This design comes from an exercise in tuning for small area on the open sky130 flow, not from production work.
The RTL was checked by simulation tests, not by an equivalence proof against the original design.
Power is estimated from default activity; no workload was simulated.

<file path="config.mk">
export PLATFORM = sky130hd
export DESIGN_NAME = PCIE_TX_ARB
export DESIGN_NICKNAME = PCIE_TX_ARB
export VERILOG_FILES = /design/flow/design.v
export SDC_FILE = /design/flow/constraint.sdc
export NUM_CORES = 4
export LEC_CHECK = 0
export CAP_MARGIN = 20
export CORE_MARGIN = 2
export CORE_UTILIZATION = 40
export SLEW_MARGIN = 20
</file>
<file path="constraint.sdc">
create_clock -name core_clock -period 5.0 [get_ports {clk}]
set_input_delay 1.0000 -clock core_clock [delete_from_list [all_inputs] [get_ports {clk}]]
set_output_delay 1.0000 -clock core_clock [all_outputs]
set_load 0.01 [all_outputs]
</file>
<file path="design.v">
`timescale 1ns / 1ps
module crc (
    input wire [31:0]               crcIn,
    input wire [31:0]               data,
    output reg [31:0]               crcOut
);
    assign crcOut[0] = crcIn[0] ^ crcIn[1] ^ crcIn[2] ^ crcIn[3] ^ crcIn[4] ^ crcIn[6] ^ crcIn[7] ^ crcIn[8] ^ crcIn[16] ^ crcIn[20] ^ crcIn[22] ^ crcIn[23] ^ crcIn[26] ^ data[0] ^ data[1] ^ data[2] ^ data[3] ^ data[4] ^ data[6] ^ data[7] ^ data[8] ^ data[16] ^ data[20] ^ data[22] ^ data[23] ^ data[26];
    assign crcOut[1] = crcIn[1] ^ crcIn[2] ^ crcIn[3] ^ crcIn[4] ^ crcIn[5] ^ crcIn[7] ^ crcIn[8] ^ crcIn[9] ^ crcIn[17] ^ crcIn[21] ^ crcIn[23] ^ crcIn[24] ^ crcIn[27] ^ data[1] ^ data[2] ^ data[3] ^ data[4] ^ data[5] ^ data[7] ^ data[8] ^ data[9] ^ data[17] ^ data[21] ^ data[23] ^ data[24] ^ data[27];
    assign crcOut[2] = crcIn[0] ^ crcIn[2] ^ crcIn[3] ^ crcIn[4] ^ crcIn[5] ^ crcIn[6] ^ crcIn[8] ^ crcIn[9] ^ crcIn[10] ^ crcIn[18] ^ crcIn[22] ^ crcIn[24] ^ crcIn[25] ^ crcIn[28] ^ data[0] ^ data[2] ^ data[3] ^ data[4] ^ data[5] ^ data[6] ^ data[8] ^ data[9] ^ data[10] ^ data[18] ^ data[22] ^ data[24] ^ data[25] ^ data[28];
    assign crcOut[3] = crcIn[1] ^ crcIn[3] ^ crcIn[4] ^ crcIn[5] ^ crcIn[6] ^ crcIn[7] ^ crcIn[9] ^ crcIn[10] ^ crcIn[11] ^ crcIn[19] ^ crcIn[23] ^ crcIn[25] ^ crcIn[26] ^ crcIn[29] ^ data[1] ^ data[3] ^ data[4] ^ data[5] ^ data[6] ^ data[7] ^ data[9] ^ data[10] ^ data[11] ^ data[19] ^ data[23] ^ data[25] ^ data[26] ^ data[29];
    assign crcOut[4] = crcIn[2] ^ crcIn[4] ^ crcIn[5] ^ crcIn[6] ^ crcIn[7] ^ crcIn[8] ^ crcIn[10] ^ crcIn[11] ^ crcIn[12] ^ crcIn[20] ^ crcIn[24] ^ crcIn[26] ^ crcIn[27] ^ crcIn[30] ^ data[2] ^ data[4] ^ data[5] ^ data[6] ^ data[7] ^ data[8] ^ data[10] ^ data[11] ^ data[12] ^ data[20] ^ data[24] ^ data[26] ^ data[27] ^ data[30];
    assign crcOut[5] = crcIn[0] ^ crcIn[3] ^ crcIn[5] ^ crcIn[6] ^ crcIn[7] ^ crcIn[8] ^ crcIn[9] ^ crcIn[11] ^ crcIn[12] ^ crcIn[13] ^ crcIn[21] ^ crcIn[25] ^ crcIn[27] ^ crcIn[28] ^ crcIn[31] ^ data[0] ^ data[3] ^ data[5] ^ data[6] ^ data[7] ^ data[8] ^ data[9] ^ data[11] ^ data[12] ^ data[13] ^ data[21] ^ data[25] ^ data[27] ^ data[28] ^ data[31];
    assign crcOut[6] = crcIn[0] ^ crcIn[2] ^ crcIn[3] ^ crcIn[9] ^ crcIn[10] ^ crcIn[12] ^ crcIn[13] ^ crcIn[14] ^ crcIn[16] ^ crcIn[20] ^ crcIn[23] ^ crcIn[28] ^ crcIn[29] ^ data[0] ^ data[2] ^ data[3] ^ data[9] ^ data[10] ^ data[12] ^ data[13] ^ data[14] ^ data[16] ^ data[20] ^ data[23] ^ data[28] ^ data[29];
    assign crcOut[7] = crcIn[1] ^ crcIn[3] ^ crcIn[4] ^ crcIn[10] ^ crcIn[11] ^ crcIn[13] ^ crcIn[14] ^ crcIn[15] ^ crcIn[17] ^ crcIn[21] ^ crcIn[24] ^ crcIn[29] ^ crcIn[30] ^ data[1] ^ data[3] ^ data[4] ^ data[10] ^ data[11] ^ data[13] ^ data[14] ^ data[15] ^ data[17] ^ data[21] ^ data[24] ^ data[29] ^ data[30];
    assign crcOut[8] = crcIn[0] ^ crcIn[2] ^ crcIn[4] ^ crcIn[5] ^ crcIn[11] ^ crcIn[12] ^ crcIn[14] ^ crcIn[15] ^ crcIn[16] ^ crcIn[18] ^ crcIn[22] ^ crcIn[25] ^ crcIn[30] ^ crcIn[31] ^ data[0] ^ data[2] ^ data[4] ^ data[5] ^ data[11] ^ data[12] ^ data[14] ^ data[15] ^ data[16] ^ data[18] ^ data[22] ^ data[25] ^ data[30] ^ data[31];
    assign crcOut[9] = crcIn[0] ^ crcIn[2] ^ crcIn[4] ^ crcIn[5] ^ crcIn[7] ^ crcIn[8] ^ crcIn[12] ^ crcIn[13] ^ crcIn[15] ^ crcIn[17] ^ crcIn[19] ^ crcIn[20] ^ crcIn[22] ^ crcIn[31] ^ data[0] ^ data[2] ^ data[4] ^ data[5] ^ data[7] ^ data[8] ^ data[12] ^ data[13] ^ data[15] ^ data[17] ^ data[19] ^ data[20] ^ data[22] ^ data[31];
    assign crcOut[10] = crcIn[0] ^ crcIn[2] ^ crcIn[4] ^ crcIn[5] ^ crcIn[7] ^ crcIn[9] ^ crcIn[13] ^ crcIn[14] ^ crcIn[18] ^ crcIn[21] ^ crcIn[22] ^ crcIn[26] ^ data[0] ^ data[2] ^ data[4] ^ data[5] ^ data[7] ^ data[9] ^ data[13] ^ data[14] ^ data[18] ^ data[21] ^ data[22] ^ data[26];
    assign crcOut[11] = crcIn[1] ^ crcIn[3] ^ crcIn[5] ^ crcIn[6] ^ crcIn[8] ^ crcIn[10] ^ crcIn[14] ^ crcIn[15] ^ crcIn[19] ^ crcIn[22] ^ crcIn[23] ^ crcIn[27] ^ data[1] ^ data[3] ^ data[5] ^ data[6] ^ data[8] ^ data[10] ^ data[14] ^ data[15] ^ data[19] ^ data[22] ^ data[23] ^ data[27];
    assign crcOut[12] = crcIn[2] ^ crcIn[4] ^ crcIn[6] ^ crcIn[7] ^ crcIn[9] ^ crcIn[11] ^ crcIn[15] ^ crcIn[16] ^ crcIn[20] ^ crcIn[23] ^ crcIn[24] ^ crcIn[28] ^ data[2] ^ data[4] ^ data[6] ^ data[7] ^ data[9] ^ data[11] ^ data[15] ^ data[16] ^ data[20] ^ data[23] ^ data[24] ^ data[28];
    assign crcOut[13] = crcIn[0] ^ crcIn[3] ^ crcIn[5] ^ crcIn[7] ^ crcIn[8] ^ crcIn[10] ^ crcIn[12] ^ crcIn[16] ^ crcIn[17] ^ crcIn[21] ^ crcIn[24] ^ crcIn[25] ^ crcIn[29] ^ data[0] ^ data[3] ^ data[5] ^ data[7] ^ data[8] ^ data[10] ^ data[12] ^ data[16] ^ data[17] ^ data[21] ^ data[24] ^ data[25] ^ data[29];
    assign crcOut[14] = crcIn[0] ^ crcIn[1] ^ crcIn[4] ^ crcIn[6] ^ crcIn[8] ^ crcIn[9] ^ crcIn[11] ^ crcIn[13] ^ crcIn[17] ^ crcIn[18] ^ crcIn[22] ^ crcIn[25] ^ crcIn[26] ^ crcIn[30] ^ data[0] ^ data[1] ^ data[4] ^ data[6] ^ data[8] ^ data[9] ^ data[11] ^ data[13] ^ data[17] ^ data[18] ^ data[22] ^ data[25] ^ data[26] ^ data[30];
    assign crcOut[15] = crcIn[1] ^ crcIn[2] ^ crcIn[5] ^ crcIn[7] ^ crcIn[9] ^ crcIn[10] ^ crcIn[12] ^ crcIn[14] ^ crcIn[18] ^ crcIn[19] ^ crcIn[23] ^ crcIn[26] ^ crcIn[27] ^ crcIn[31] ^ data[1] ^ data[2] ^ data[5] ^ data[7] ^ data[9] ^ data[10] ^ data[12] ^ data[14] ^ data[18] ^ data[19] ^ data[23] ^ data[26] ^ data[27] ^ data[31];
    assign crcOut[16] = crcIn[1] ^ crcIn[4] ^ crcIn[7] ^ crcIn[10] ^ crcIn[11] ^ crcIn[13] ^ crcIn[15] ^ crcIn[16] ^ crcIn[19] ^ crcIn[22] ^ crcIn[23] ^ crcIn[24] ^ crcIn[26] ^ crcIn[27] ^ crcIn[28] ^ data[1] ^ data[4] ^ data[7] ^ data[10] ^ data[11] ^ data[13] ^ data[15] ^ data[16] ^ data[19] ^ data[22] ^ data[23] ^ data[24] ^ data[26] ^ data[27] ^ data[28];
    assign crcOut[17] = crcIn[2] ^ crcIn[5] ^ crcIn[8] ^ crcIn[11] ^ crcIn[12] ^ crcIn[14] ^ crcIn[16] ^ crcIn[17] ^ crcIn[20] ^ crcIn[23] ^ crcIn[24] ^ crcIn[25] ^ crcIn[27] ^ crcIn[28] ^ crcIn[29] ^ data[2] ^ data[5] ^ data[8] ^ data[11] ^ data[12] ^ data[14] ^ data[16] ^ data[17] ^ data[20] ^ data[23] ^ data[24] ^ data[25] ^ data[27] ^ data[28] ^ data[29];
    assign crcOut[18] = crcIn[0] ^ crcIn[3] ^ crcIn[6] ^ crcIn[9] ^ crcIn[12] ^ crcIn[13] ^ crcIn[15] ^ crcIn[17] ^ crcIn[18] ^ crcIn[21] ^ crcIn[24] ^ crcIn[25] ^ crcIn[26] ^ crcIn[28] ^ crcIn[29] ^ crcIn[30] ^ data[0] ^ data[3] ^ data[6] ^ data[9] ^ data[12] ^ data[13] ^ data[15] ^ data[17] ^ data[18] ^ data[21] ^ data[24] ^ data[25] ^ data[26] ^ data[28] ^ data[29] ^ data[30];
    assign crcOut[19] = crcIn[0] ^ crcIn[1] ^ crcIn[4] ^ crcIn[7] ^ crcIn[10] ^ crcIn[13] ^ crcIn[14] ^ crcIn[16] ^ crcIn[18] ^ crcIn[19] ^ crcIn[22] ^ crcIn[25] ^ crcIn[26] ^ crcIn[27] ^ crcIn[29] ^ crcIn[30] ^ crcIn[31] ^ data[0] ^ data[1] ^ data[4] ^ data[7] ^ data[10] ^ data[13] ^ data[14] ^ data[16] ^ data[18] ^ data[19] ^ data[22] ^ data[25] ^ data[26] ^ data[27] ^ data[29] ^ data[30] ^ data[31];
    assign crcOut[20] = crcIn[0] ^ crcIn[3] ^ crcIn[4] ^ crcIn[5] ^ crcIn[6] ^ crcIn[7] ^ crcIn[11] ^ crcIn[14] ^ crcIn[15] ^ crcIn[16] ^ crcIn[17] ^ crcIn[19] ^ crcIn[22] ^ crcIn[27] ^ crcIn[28] ^ crcIn[30] ^ crcIn[31] ^ data[0] ^ data[3] ^ data[4] ^ data[5] ^ data[6] ^ data[7] ^ data[11] ^ data[14] ^ data[15] ^ data[16] ^ data[17] ^ data[19] ^ data[22] ^ data[27] ^ data[28] ^ data[30] ^ data[31];
    assign crcOut[21] = crcIn[0] ^ crcIn[2] ^ crcIn[3] ^ crcIn[5] ^ crcIn[12] ^ crcIn[15] ^ crcIn[17] ^ crcIn[18] ^ crcIn[22] ^ crcIn[26] ^ crcIn[28] ^ crcIn[29] ^ crcIn[31] ^ data[0] ^ data[2] ^ data[3] ^ data[5] ^ data[12] ^ data[15] ^ data[17] ^ data[18] ^ data[22] ^ data[26] ^ data[28] ^ data[29] ^ data[31];
    assign crcOut[22] = crcIn[2] ^ crcIn[7] ^ crcIn[8] ^ crcIn[13] ^ crcIn[18] ^ crcIn[19] ^ crcIn[20] ^ crcIn[22] ^ crcIn[26] ^ crcIn[27] ^ crcIn[29] ^ crcIn[30] ^ data[2] ^ data[7] ^ data[8] ^ data[13] ^ data[18] ^ data[19] ^ data[20] ^ data[22] ^ data[26] ^ data[27] ^ data[29] ^ data[30];
    assign crcOut[23] = crcIn[0] ^ crcIn[3] ^ crcIn[8] ^ crcIn[9] ^ crcIn[14] ^ crcIn[19] ^ crcIn[20] ^ crcIn[21] ^ crcIn[23] ^ crcIn[27] ^ crcIn[28] ^ crcIn[30] ^ crcIn[31] ^ data[0] ^ data[3] ^ data[8] ^ data[9] ^ data[14] ^ data[19] ^ data[20] ^ data[21] ^ data[23] ^ data[27] ^ data[28] ^ data[30] ^ data[31];
    assign crcOut[24] = crcIn[2] ^ crcIn[3] ^ crcIn[6] ^ crcIn[7] ^ crcIn[8] ^ crcIn[9] ^ crcIn[10] ^ crcIn[15] ^ crcIn[16] ^ crcIn[21] ^ crcIn[23] ^ crcIn[24] ^ crcIn[26] ^ crcIn[28] ^ crcIn[29] ^ crcIn[31] ^ data[2] ^ data[3] ^ data[6] ^ data[7] ^ data[8] ^ data[9] ^ data[10] ^ data[15] ^ data[16] ^ data[21] ^ data[23] ^ data[24] ^ data[26] ^ data[28] ^ data[29] ^ data[31];
    assign crcOut[25] = crcIn[1] ^ crcIn[2] ^ crcIn[6] ^ crcIn[9] ^ crcIn[10] ^ crcIn[11] ^ crcIn[17] ^ crcIn[20] ^ crcIn[23] ^ crcIn[24] ^ crcIn[25] ^ crcIn[26] ^ crcIn[27] ^ crcIn[29] ^ crcIn[30] ^ data[1] ^ data[2] ^ data[6] ^ data[9] ^ data[10] ^ data[11] ^ data[17] ^ data[20] ^ data[23] ^ data[24] ^ data[25] ^ data[26] ^ data[27] ^ data[29] ^ data[30];
    assign crcOut[26] = crcIn[2] ^ crcIn[3] ^ crcIn[7] ^ crcIn[10] ^ crcIn[11] ^ crcIn[12] ^ crcIn[18] ^ crcIn[21] ^ crcIn[24] ^ crcIn[25] ^ crcIn[26] ^ crcIn[27] ^ crcIn[28] ^ crcIn[30] ^ crcIn[31] ^ data[2] ^ data[3] ^ data[7] ^ data[10] ^ data[11] ^ data[12] ^ data[18] ^ data[21] ^ data[24] ^ data[25] ^ data[26] ^ data[27] ^ data[28] ^ data[30] ^ data[31];
    assign crcOut[27] = crcIn[0] ^ crcIn[1] ^ crcIn[2] ^ crcIn[6] ^ crcIn[7] ^ crcIn[11] ^ crcIn[12] ^ crcIn[13] ^ crcIn[16] ^ crcIn[19] ^ crcIn[20] ^ crcIn[23] ^ crcIn[25] ^ crcIn[27] ^ crcIn[28] ^ crcIn[29] ^ crcIn[31] ^ data[0] ^ data[1] ^ data[2] ^ data[6] ^ data[7] ^ data[11] ^ data[12] ^ data[13] ^ data[16] ^ data[19] ^ data[20] ^ data[23] ^ data[25] ^ data[27] ^ data[28] ^ data[29] ^ data[31];
    assign crcOut[28] = crcIn[0] ^ crcIn[4] ^ crcIn[6] ^ crcIn[12] ^ crcIn[13] ^ crcIn[14] ^ crcIn[16] ^ crcIn[17] ^ crcIn[21] ^ crcIn[22] ^ crcIn[23] ^ crcIn[24] ^ crcIn[28] ^ crcIn[29] ^ crcIn[30] ^ data[0] ^ data[4] ^ data[6] ^ data[12] ^ data[13] ^ data[14] ^ data[16] ^ data[17] ^ data[21] ^ data[22] ^ data[23] ^ data[24] ^ data[28] ^ data[29] ^ data[30];
    assign crcOut[29] = crcIn[0] ^ crcIn[1] ^ crcIn[5] ^ crcIn[7] ^ crcIn[13] ^ crcIn[14] ^ crcIn[15] ^ crcIn[17] ^ crcIn[18] ^ crcIn[22] ^ crcIn[23] ^ crcIn[24] ^ crcIn[25] ^ crcIn[29] ^ crcIn[30] ^ crcIn[31] ^ data[0] ^ data[1] ^ data[5] ^ data[7] ^ data[13] ^ data[14] ^ data[15] ^ data[17] ^ data[18] ^ data[22] ^ data[23] ^ data[24] ^ data[25] ^ data[29] ^ data[30] ^ data[31];
    assign crcOut[30] = crcIn[3] ^ crcIn[4] ^ crcIn[7] ^ crcIn[14] ^ crcIn[15] ^ crcIn[18] ^ crcIn[19] ^ crcIn[20] ^ crcIn[22] ^ crcIn[24] ^ crcIn[25] ^ crcIn[30] ^ crcIn[31] ^ data[3] ^ data[4] ^ data[7] ^ data[14] ^ data[15] ^ data[18] ^ data[19] ^ data[20] ^ data[22] ^ data[24] ^ data[25] ^ data[30] ^ data[31];
    assign crcOut[31] = crcIn[0] ^ crcIn[1] ^ crcIn[2] ^ crcIn[3] ^ crcIn[5] ^ crcIn[6] ^ crcIn[7] ^ crcIn[15] ^ crcIn[19] ^ crcIn[21] ^ crcIn[22] ^ crcIn[25] ^ crcIn[31] ^ data[0] ^ data[1] ^ data[2] ^ data[3] ^ data[5] ^ data[6] ^ data[7] ^ data[15] ^ data[19] ^ data[21] ^ data[22] ^ data[25] ^ data[31];
endmodule
`timescale 1ns / 1ps
module SAL_FIFO #(
    parameter       DEPTH_LG2           = 4,
    parameter       DATA_WIDTH          = 32,
    parameter       AFULL_THRES         = ((1<<DEPTH_LG2)-1),
    parameter       AEMPTY_THRES        = 1
)
(
    input   wire                        clk,
    input   wire                        rst_n,
    output  wire                        full_o,
    output  wire                        afull_o,
    input   wire                        wren_i,
    input   wire    [DATA_WIDTH-1:0]    wdata_i,
    output  wire                        empty_o,
    output  wire                        aempty_o,
    input   wire                        rden_i,
    output  wire    [DATA_WIDTH-1:0]    rdata_o
);
    localparam  FIFO_DEPTH              = (1<<DEPTH_LG2);
    reg     [DATA_WIDTH-1:0]            data[FIFO_DEPTH];
    reg                                 full,       full_n,
                                        afull,      afull_n,
                                        empty,      empty_n,
                                        aempty,     aempty_n;
    reg     [DEPTH_LG2:0]               wrptr,      wrptr_n,
                                        rdptr,      rdptr_n;
    reg     [DEPTH_LG2-1:0]             cnt,        cnt_n;                                
    always_ff @(posedge clk)
        if (!rst_n) begin
            full                        <= 1'b0;
            afull                       <= 1'b0;
            empty                       <= 1'b1;     
            aempty                      <= 1'b1;
            wrptr                       <= {(DEPTH_LG2+1){1'b0}};
            rdptr                       <= {(DEPTH_LG2+1){1'b0}};
            cnt                         <= {DEPTH_LG2{1'b0}};
            for (int i=0; i<FIFO_DEPTH; i=i+1) begin
                data[i]                     <= {DATA_WIDTH{1'b0}};
            end
        end
        else begin
            full                        <= full_n;
            afull                       <= afull_n;
            empty                       <= empty_n;
            aempty                      <= aempty_n;
            wrptr                       <= wrptr_n;
            rdptr                       <= rdptr_n;
            cnt                         <= cnt_n;
            if (wren_i) begin
                data[wrptr[DEPTH_LG2-1:0]]  <= wdata_i;
            end
        end
    always_comb begin
        wrptr_n                     = wrptr;
        rdptr_n                     = rdptr;
        cnt_n                       = cnt;
        if (wren_i & ~full) begin
            wrptr_n                     = wrptr + 'd1;
        end
        if (rden_i & ~empty) begin
            rdptr_n                     = rdptr + 'd1;
        end
        if (wren_i & ~rden_i) begin
            cnt_n                       = cnt + 'd1;
        end
        else if (~wren_i & rden_i) begin
            cnt_n                       = cnt - 'd1;
        end
        full_n                      = (wrptr_n[DEPTH_LG2]!=rdptr_n[DEPTH_LG2])
                                     &(wrptr_n[DEPTH_LG2-1:0]==rdptr_n[DEPTH_LG2-1:0]);
        afull_n                     = (cnt_n >= AFULL_THRES);
        empty_n                     = (wrptr_n == rdptr_n);
        aempty_n                    = (cnt_n <= AEMPTY_THRES);
    end
    assign  full_o                      = full;
    assign  afull_o                     = afull;
    assign  empty_o                     = empty;
    assign  aempty_o                    = aempty;
    assign  rdata_o                     = data[rdptr[DEPTH_LG2-1:0]];
endmodule
`timescale 1ns / 1ps
module ARBITER
#(
    parameter N_MASTER          = 4,
    parameter DATA_SIZE         = 32
)
(
    input   wire                clk,
    input   wire                rst_n,   
    input   wire    [N_MASTER-1:0]      src_valid_i,
    output  reg     [N_MASTER-1:0]      src_ready_o,
    input   wire    [N_MASTER*DATA_SIZE-1:0] src_data_i,
    output  reg                 dst_valid_o,
    input   wire                dst_ready_i,
    output  reg     [DATA_SIZE-1:0] dst_data_o
);
    localparam  MASTER_CNT        = $clog2(N_MASTER);
    reg   [MASTER_CNT-1:0]        LRU,  LRU_n;
    reg                           valid,  valid_n;
    reg   [DATA_SIZE-1:0]         data,   data_n;
    reg                           cnt, cnt_n;
    always_ff @(posedge clk) begin
        if (!rst_n) begin
            valid           <= 1'b0;
            data            <= 'd0;
            LRU             <= 'd0;
            cnt             <= 'd0;
        end
        else begin
            valid           <= valid_n;
            data            <= data_n;
            LRU             <= LRU_n;
            cnt             <= cnt_n;
        end
    end
    always_comb begin
        valid_n           = valid;
        if (!valid | dst_ready_i) begin   
            if(src_valid_i[0]|src_valid_i[1]|src_valid_i[2]|src_valid_i[3]) begin
                valid_n = 1'b1;
            end
            else begin
                valid_n = 1'b0;
            end
        end
    end
    always_comb begin
        cnt_n            = cnt;
        if(!valid | dst_ready_i) cnt_n = cnt + 1'd1;
    end
    always_comb begin
        data_n                = data;
        LRU_n                 = LRU;
        {src_ready_o[0],src_ready_o[1],src_ready_o[2],src_ready_o[3]}        = 4'b0000;
        if (!valid | dst_ready_i) begin 
            if(cnt == 0) begin  
                case(LRU)
                'd0: begin
                    if (src_valid_i[1]) begin
                        data_n              = src_data_i[1*DATA_SIZE +: DATA_SIZE];
                        LRU_n               = 'd1;
                        src_ready_o[1]      = 1'b1;
                    end
                    else if (src_valid_i[2]) begin
                        data_n              = src_data_i[2*DATA_SIZE +: DATA_SIZE];
                        LRU_n               = 'd2;
                        src_ready_o[2]      = 1'b1;
                    end
                    else if (src_valid_i[3]) begin
                        data_n              = src_data_i[3*DATA_SIZE +: DATA_SIZE];
                        LRU_n               = 'd3;
                        src_ready_o[3]      = 1'b1;
                    end
                    else if (src_valid_i[0]) begin
                        data_n              = src_data_i[0*DATA_SIZE +: DATA_SIZE];
                        src_ready_o[0]      = 1'b1;
                    end
                end
                'd1 : begin
                    if (src_valid_i[2]) begin
                        data_n              = src_data_i[2*DATA_SIZE +: DATA_SIZE];
                        LRU_n               = 'd2;
                        src_ready_o[2]      = 1'b1;
                    end
                    else if (src_valid_i[3]) begin
                        data_n              = src_data_i[3*DATA_SIZE +: DATA_SIZE];
                        LRU_n               = 'd3;
                        src_ready_o[3]      = 1'b1;
                    end
                    else if (src_valid_i[0]) begin
                        data_n              = src_data_i[0*DATA_SIZE +: DATA_SIZE];
                        LRU_n               = 'd0;
                        src_ready_o[0]      = 1'b1;
                    end
                    else if (src_valid_i[1]) begin
                        data_n              = src_data_i[1*DATA_SIZE +: DATA_SIZE];
                        src_ready_o[1]      = 1'b1;
                    end
                end
                'd2 : begin
                    if (src_valid_i[3]) begin
                        data_n              = src_data_i[3*DATA_SIZE +: DATA_SIZE];
                        LRU_n               = 'd3;
                        src_ready_o[3]      = 1'b1;
                    end
                    else if (src_valid_i[0]) begin
                        data_n              = src_data_i[0*DATA_SIZE +: DATA_SIZE];
                        LRU_n               = 'd0;
                        src_ready_o[0]      = 1'b1;
                    end
                    else if (src_valid_i[1]) begin
                        data_n              = src_data_i[1*DATA_SIZE +: DATA_SIZE];
                        LRU_n               = 'd1;
                        src_ready_o[1]      = 1'b1;
                    end
                    else if (src_valid_i[2]) begin
                        data_n              = src_data_i[2*DATA_SIZE +: DATA_SIZE];
                        src_ready_o[2]      = 1'b1;
                    end
                end
                'd3 : begin
                    if (src_valid_i[0]) begin
                        data_n              = src_data_i[0*DATA_SIZE +: DATA_SIZE];
                        LRU_n               = 'd0;
                        src_ready_o[0]      = 1'b1;
                    end
                    else if (src_valid_i[1]) begin
                        data_n              = src_data_i[1*DATA_SIZE +: DATA_SIZE];
                        LRU_n               = 'd1;
                        src_ready_o[1]      = 1'b1;
                    end
                    else if (src_valid_i[2]) begin
                        data_n              = src_data_i[2*DATA_SIZE +: DATA_SIZE];
                        LRU_n               = 'd2;
                        src_ready_o[2]      = 1'b1;
                    end
                    else if (src_valid_i[3]) begin
                        data_n              = src_data_i[3*DATA_SIZE +: DATA_SIZE];
                        src_ready_o[3]      = 1'b1;
                    end
                end
                endcase
            end else begin  
                case(LRU)
                'd0: begin
                    if (src_valid_i[3]) begin
                        data_n              = src_data_i[3*DATA_SIZE +: DATA_SIZE];
                        LRU_n               = 'd1;
                        src_ready_o[3]      = 1'b1;
                    end
                    else if (src_valid_i[2]) begin
                        data_n              = src_data_i[2*DATA_SIZE +: DATA_SIZE];
                        LRU_n               = 'd2;
                        src_ready_o[2]      = 1'b1;
                    end
                    else if (src_valid_i[1]) begin
                        data_n              = src_data_i[1*DATA_SIZE +: DATA_SIZE];
                        LRU_n               = 'd3;
                        src_ready_o[1]      = 1'b1;
                    end
                    else if (src_valid_i[0]) begin
                        data_n              = src_data_i[0*DATA_SIZE +: DATA_SIZE];
                        src_ready_o[0]      = 1'b1;
                    end
                end
                'd1 : begin
                    if (src_valid_i[0]) begin
                        data_n              = src_data_i[0*DATA_SIZE +: DATA_SIZE];
                        LRU_n               = 'd2;
                        src_ready_o[0]      = 1'b1;
                    end
                    else if (src_valid_i[3]) begin
                        data_n              = src_data_i[3*DATA_SIZE +: DATA_SIZE];
                        LRU_n               = 'd3;
                        src_ready_o[3]      = 1'b1;
                    end
                    else if (src_valid_i[2]) begin
                        data_n              = src_data_i[2*DATA_SIZE +: DATA_SIZE];
                        LRU_n               = 'd0;
                        src_ready_o[2]      = 1'b1;
                    end
                    else if (src_valid_i[1]) begin
                        data_n              = src_data_i[1*DATA_SIZE +: DATA_SIZE];
                        src_ready_o[1]      = 1'b1;
                    end
                end
                'd2 : begin
                    if (src_valid_i[1]) begin
                        data_n              = src_data_i[1*DATA_SIZE +: DATA_SIZE];
                        LRU_n               = 'd3;
                        src_ready_o[1]      = 1'b1;
                    end
                    else if (src_valid_i[0]) begin
                        data_n              = src_data_i[0*DATA_SIZE +: DATA_SIZE];
                        LRU_n               = 'd0;
                        src_ready_o[0]      = 1'b1;
                    end
                    else if (src_valid_i[3]) begin
                        data_n              = src_data_i[3*DATA_SIZE +: DATA_SIZE];
                        LRU_n               = 'd1;
                        src_ready_o[3]      = 1'b1;
                    end
                    else if (src_valid_i[2]) begin
                        data_n              = src_data_i[2*DATA_SIZE +: DATA_SIZE];
                        src_ready_o[2]      = 1'b1;
                    end
                end
                'd3 : begin
                    if (src_valid_i[2]) begin
                        data_n              = src_data_i[2*DATA_SIZE +: DATA_SIZE];
                        LRU_n               = 'd0;
                        src_ready_o[2]      = 1'b1;
                    end
                    else if (src_valid_i[1]) begin
                        data_n              = src_data_i[1*DATA_SIZE +: DATA_SIZE];
                        LRU_n               = 'd1;
                        src_ready_o[1]      = 1'b1;
                    end
                    else if (src_valid_i[0]) begin
                        data_n              = src_data_i[0*DATA_SIZE +: DATA_SIZE];
                        LRU_n               = 'd2;
                        src_ready_o[0]      = 1'b1;
                    end
                    else if (src_valid_i[3]) begin
                        data_n              = src_data_i[3*DATA_SIZE +: DATA_SIZE];
                        src_ready_o[3]      = 1'b1;
                    end
                end
                endcase
            end
        end
    end
    assign  dst_valid_o             = valid;
    assign  dst_data_o              = data;
endmodule
`timescale 1ns / 1ps
module PCIE_TX_ARB (
    input   wire                clk,
    input   wire                rst_n,
    input   wire    [3:0]       in_valid,
    output  wire    [3:0]       in_ready,
    input   wire    [127:0]     in_data,
    output  wire                out_valid,
    input   wire                out_ready,
    output  wire    [31:0]      out_data,
    output  wire    [31:0]      out_crc
);
    wire    [3:0]               full;
    wire    [3:0]               empty;
    wire    [3:0]               grant;
    wire    [127:0]             q_data;
    genvar i;
    generate
        for (i = 0; i < 4; i = i + 1) begin : g_q
            SAL_FIFO #(
                .DEPTH_LG2      (4),
                .DATA_WIDTH     (32)
            ) u_fifo (
                .clk            (clk),
                .rst_n          (rst_n),
                .full_o         (full[i]),
                .afull_o        (),
                .wren_i         (in_valid[i] & ~full[i]),
                .wdata_i        (in_data[i*32 +: 32]),
                .empty_o        (empty[i]),
                .aempty_o       (),
                .rden_i         (grant[i]),
                .rdata_o        (q_data[i*32 +: 32])
            );
        end
    endgenerate
    assign  in_ready            = ~full;
    ARBITER #(
        .N_MASTER               (4),
        .DATA_SIZE              (32)
    ) u_arb (
        .clk                    (clk),
        .rst_n                  (rst_n),
        .src_valid_i            (~empty),
        .src_ready_o            (grant),
        .src_data_i             (q_data),
        .dst_valid_o            (out_valid),
        .dst_ready_i            (out_ready),
        .dst_data_o             (out_data)
    );
    reg     [31:0]              crc_q;
    wire    [31:0]              crc_next;
    crc u_crc (
        .crcIn                  (crc_q),
        .data                   (out_data),
        .crcOut                 (crc_next)
    );
    always @(posedge clk) begin
        if (!rst_n)
            crc_q               <= 32'hFFFF_FFFF;
        else if (out_valid & out_ready)
            crc_q               <= crc_next;
    end
    assign  out_crc             = crc_q;
endmodule
</file>
<file path="run.sh">
#!/bin/bash
# synth_recipe.tcl (not shown) runs the flow's synth.tcl, then flattens the netlist and writes it again
# the make line also repeats each setting of config.mk as NAME=value (left out here)
make -C /OpenROAD-flow-scripts/flow DESIGN_CONFIG=/design/flow/config.mk WORK_HOME=/design/flow/orfs CLKGATE_MAP_FILE= SYNTH_SCRIPT=/design/flow/synth_recipe.tcl finish
</file>
==> run summary <==
The flow ran to the end and the layout has no timing, DRC or antenna violations. In this run the deepest clock path goes through 4 buffers. The number of top-level design ports came out at 204. The area inside the core boundary is 268000 µm².

The number of vias per cell after detailed routing came out at 5.99. Timing analysis after detailed placement gives a worst setup slack of 624 ps. The pre-antenna-repair detailed-routing pass consisted of 8 iterations.

Yosys instantiated no cell more often than and2_1. The die covers 274000 µm². Static timing analysis puts the maximum clock frequency at 252 MHz. The number of global-route vias before repair came out at 70600.

The largest total area in the synthesized netlist belongs to edfxtp_1. Setup repair after global routing left no endpoint under its margin. The number of placed cells counting well taps is 11400.

At the end of the flow, the number of nets in the layout was 8204. The hold buffer count at CTS is 0. In this run the vertical extent of the chip is 524 µm. Together, buffers and inverters on the worst path number 0. The total wirelength of the detailed-routed design came out at 391000 µm. The post-cts repair resize count came out at 0. The clock period could shrink to 3970 ps. The global-route wire length before repair is 547000 µm. The layout filler cell count is 23400. The maximum VDD drop is 0.657 mV. The worst-path maximum fanout is 29. The top-area cell type share of the netlist area came out at 0.569.

The Yosys step of the flow raised 37 warnings. The starting density of the core is 0.403. The number of library cell types mapped by synthesis is 96. The total via count in the routed design came out at 70800. After detailed routing, the number of remaining DRC violations is 0. The number of buffers inserted by post-CTS setup repair came out at 0. The TritonCTS sink count is 2164. After layout, the design draws a total of 65.7 mW.

The async set or reset register ratio after synthesis came out at 0. The TritonCTS clock tree is built. The period utilization is 0.793. In the final timing run, aggregate negative setup slack is 0 ps. The post-detailed-route count of antenna-violating nets came out at 0. The critical path data arrival time came out at 4700 ps. The number of antenna violations at the first check in global routing is 40. For the worst-skew pair, the clock arrives at the later sink with an insertion delay of 970 ps. The actual slew at the worst max-slew pin came out at 1220 ps. The synthesized netlist cell count is 7908. STA classifies the critical path endpoint as a register. Once routing completed, OpenROAD measured the worst setup slack at 1030 ps.

The summed instance area of the synthesized netlist came out at 108000 µm². The highest-delay cell along the critical path is dfxtp_2. The analysis attributes to cell leakage a power of 43.6 nW. The longest individual stage delay on the worst path is 940 ps. The post-synthesis sequential area ratio is 0.590. The total count of hold-check failures in the final report was 0. The final setup violation count came out at 0. The detail-routed net length per standard cell is 33.0 µm. The number of flops mapped to enable cells by yosys came out at 2048. Summed over all layers, the global routing overflow is 0.

In this design, the largest share of critical-path delay is due to simple AND/OR/NAND/NOR gates. The leading register cell type out of synthesis is edfxtp_1. Clock skew on the completed layout was measured at 109 ps. The maximum level of the CTS H-tree is 4. The area growth from synthesis to layout came out at 14.7%. Counting instances in the post-synthesis netlist gives the leading cell types as 2088 x and2_1, 2048 x edfxtp_1, 517 x clkbuf_1.

The clock transition at the registers of the reported paths came out at 70 ps. The average cell area after synthesis came out at 13.7 µm². The number of cell rows is 190. The number of buffers inserted during clock tree synthesis came out at 235. Once layout is complete, the utilization of the core stands at 0.462. The largest net degree at the start of global routing came out at 62. In this design, the critical path's most frequently occurring cell is nor2_1. The total count of max-transition violations in the final report came out at 0. The die is 524 µm wide. The root buffer cell is clkbuf_16.

The synthesized netlist net count is 8063. Traced cell by cell, the critical path runs through and3b_1 > nor2_1 > nor2_1 > o31ai_1 > nand3_1 > a2111oi_0 > a2bb2oi_1 > o22ai_1. The tool flagged a number of max-cap violations equal to 0. The total track usage came out at 0.281. The detailed placer's ending HPWL came out at 249000 µm. In the final layout, the share of cells above drive strength 1 is 0.180. The number of buffer cells added on primary ports came out at 203. The kind of launch point of the worst setup path is a register.

In the post-synthesis netlist, the biggest area contributors are edfxtp_1 57%, and2_1 12%, mux4_2 11%. The DRC marker count from the first detailed-route iteration came out at 9356. The relative slew slack came out at 0.187. The synthesized design contains 2164 register bits. The worst setup path is of the reg -> reg kind. After the flow finishes, the layout carries non-filler instances totaling 11800. The congestion estimate from routability-driven global placement came to 1.00. The type of the worst min-delay path is reg -> reg. STA puts the critical path data required time at 5730 ps. The power density relative to cell area came out at 530 nW/µm².
==> worst reg2reg max path: cells and delay by family, from the launching register on <==
| family | cells | cell delay (ps) |
|---|---|---|
| and+or+nand+nor | 4 | 1940 |
| DFF | 1 | 940 |
| AOI/OAI and AO/OA | 4 | 910 |
==> logic make-up (layout without fill, tap and decap cells) <==
family / Yosys count / count (layout) / synth area share
other cells: 0 / 20 / 0
xor+xnor: 409 / 409 / 0.0334
fa+ha+maj: 21 / 21 / 0.00241
mux: 751 / 751 / 0.133
simple gates: 2964 / 2964 / 0.157
buf+inv: 719 / 1058 / 0.0300
flops: 2164 / 2164 / 0.590
compound gates: 880 / 880 / 0.0532
==> cell type report <==
type	count	area [µm²]	area share
Timing Repair Buffer	590	5770	0.0466
Inverter	33	124	0.000999
Sequential cell	2164	63900	0.515
Clock inverter	141	1420	0.0114
Tap cell	3552	4440	0.0358
Antenna cell	20	50.0	0.000404
Clock buffer	294	6180	0.0499
Multi-Input combinational cell	5025	42100	0.340
==> worst paths after layout <==
check	startpoint	to	slack (ps)	cells past startpoint
setup / recovery	u_arb.LRU[0]	u_arb.data[7]	1030	8
hold / removal	crc_q[19]	crc_q[19]	520	2
setup reg to reg	u_arb.LRU[0]	u_arb.data[7]	1030	8
hold reg to reg	crc_q[19]	crc_q[19]	520	2
==> through the flow <==
| step | instance area, µm² | hold slack, ps |
|---|---|---|
| 2_1_floorplan | 108000 | 485 |
| 3_3_place_gp | 116000 | 502 |
| 3_5_place_dp | 116000 | 511 |
| 4_1_cts | 124000 | 526 |
| 5_1_grt | 124000 | 555 |
| 6_report | 124000 | 520 |
==> power by group <==
group	leakage [nW]	internal, mW	switching [mW]	total [mW]
sequential	22.2	20.8	1.58	22.3
combinational	17.7	10.9	15.1	26.0
clock	3.69	9.77	7.61	17.4
total	43.6	41.4	24.3	65.7
==> sequential cells by signal, indices dropped and copies added (netlist names) <==
register,count
u_arb.valid,1
g_q.u_fifo.rdptr,20
g_q.u_fifo.data,2048
g_q.u_fifo.full,4
g_q.u_fifo.wrptr,20
g_q.u_fifo.empty,4
u_arb.cnt,1
crc_q,32
u_arb.data,32
u_arb.LRU,2
==> cells in the final DEF (no fill, tap or decap), drive strengths merged, types with 19 or more instances in the layout <==
master,synthesis,layout
nand2b,43,43
a22oi,31,31
buf,163,387
a21oi,222,222
o21ai,200,200
clkbuf,521,295
nand3,63,63
a221oi,30,30
nor2,272,272
and2,2090,2090
o211ai,59,59
dfxtp,116,116
a31oi,41,41
inv,28,34
mux2i,161,161
xnor2,298,298
mux2,50,50
o31ai,20,20
o22ai,48,48
edfxtp,2048,2048
clkdlybuf4s50,0,202
mux4,540,540
diode,0,20
xor2,109,109
clkinv,5,115
ha,20,20
bufinv,0,19
a211oi,47,47
nand2,326,326
nor2b,24,24
nor3,47,47
==> metal layers <==
| metal | global-route usage | share of wire | wire, µm | up-vias |
|---|---|---|---|---|
| met5 | 0 | 0.00057 | 222 | - |
| li1 | - | - | - | 29400 |
| met1 | 0.387 | 0.41 | 159000 | 36700 |
| met3 | 0.0620 | 0.095 | 37100 | 831 |
| met2 | 0.437 | 0.45 | 177000 | 3844 |
| met4 | 0.106 | 0.043 | 16800 | 34 |

## port drivers added, routing unchanged
Ports are ideal in the flow. The routed layout listed here was re-timed in OpenROAD. Step 1 assumes that a clkbuf_16 drives the clock port and a buf_2 every other input. Step 2 moves the port delays by t, midway between the first and last clock arrival at a register: inputs arrive t later, outputs are due t later. That takes back most of the time a late clock gives input paths. a / b / c = ideal / step 1 / step 2; a / b = the first two.
t, ns: 1.026
slack for setup (ns): 1.033 / 1.033 / 0.697
hold WS [ns]: 0.520 / 0.520 / 0.520
After both steps this run still meets setup and hold. For this run, drivers alone change the setup slack by 0.000 ns; drivers and shift together by -0.336 ns.
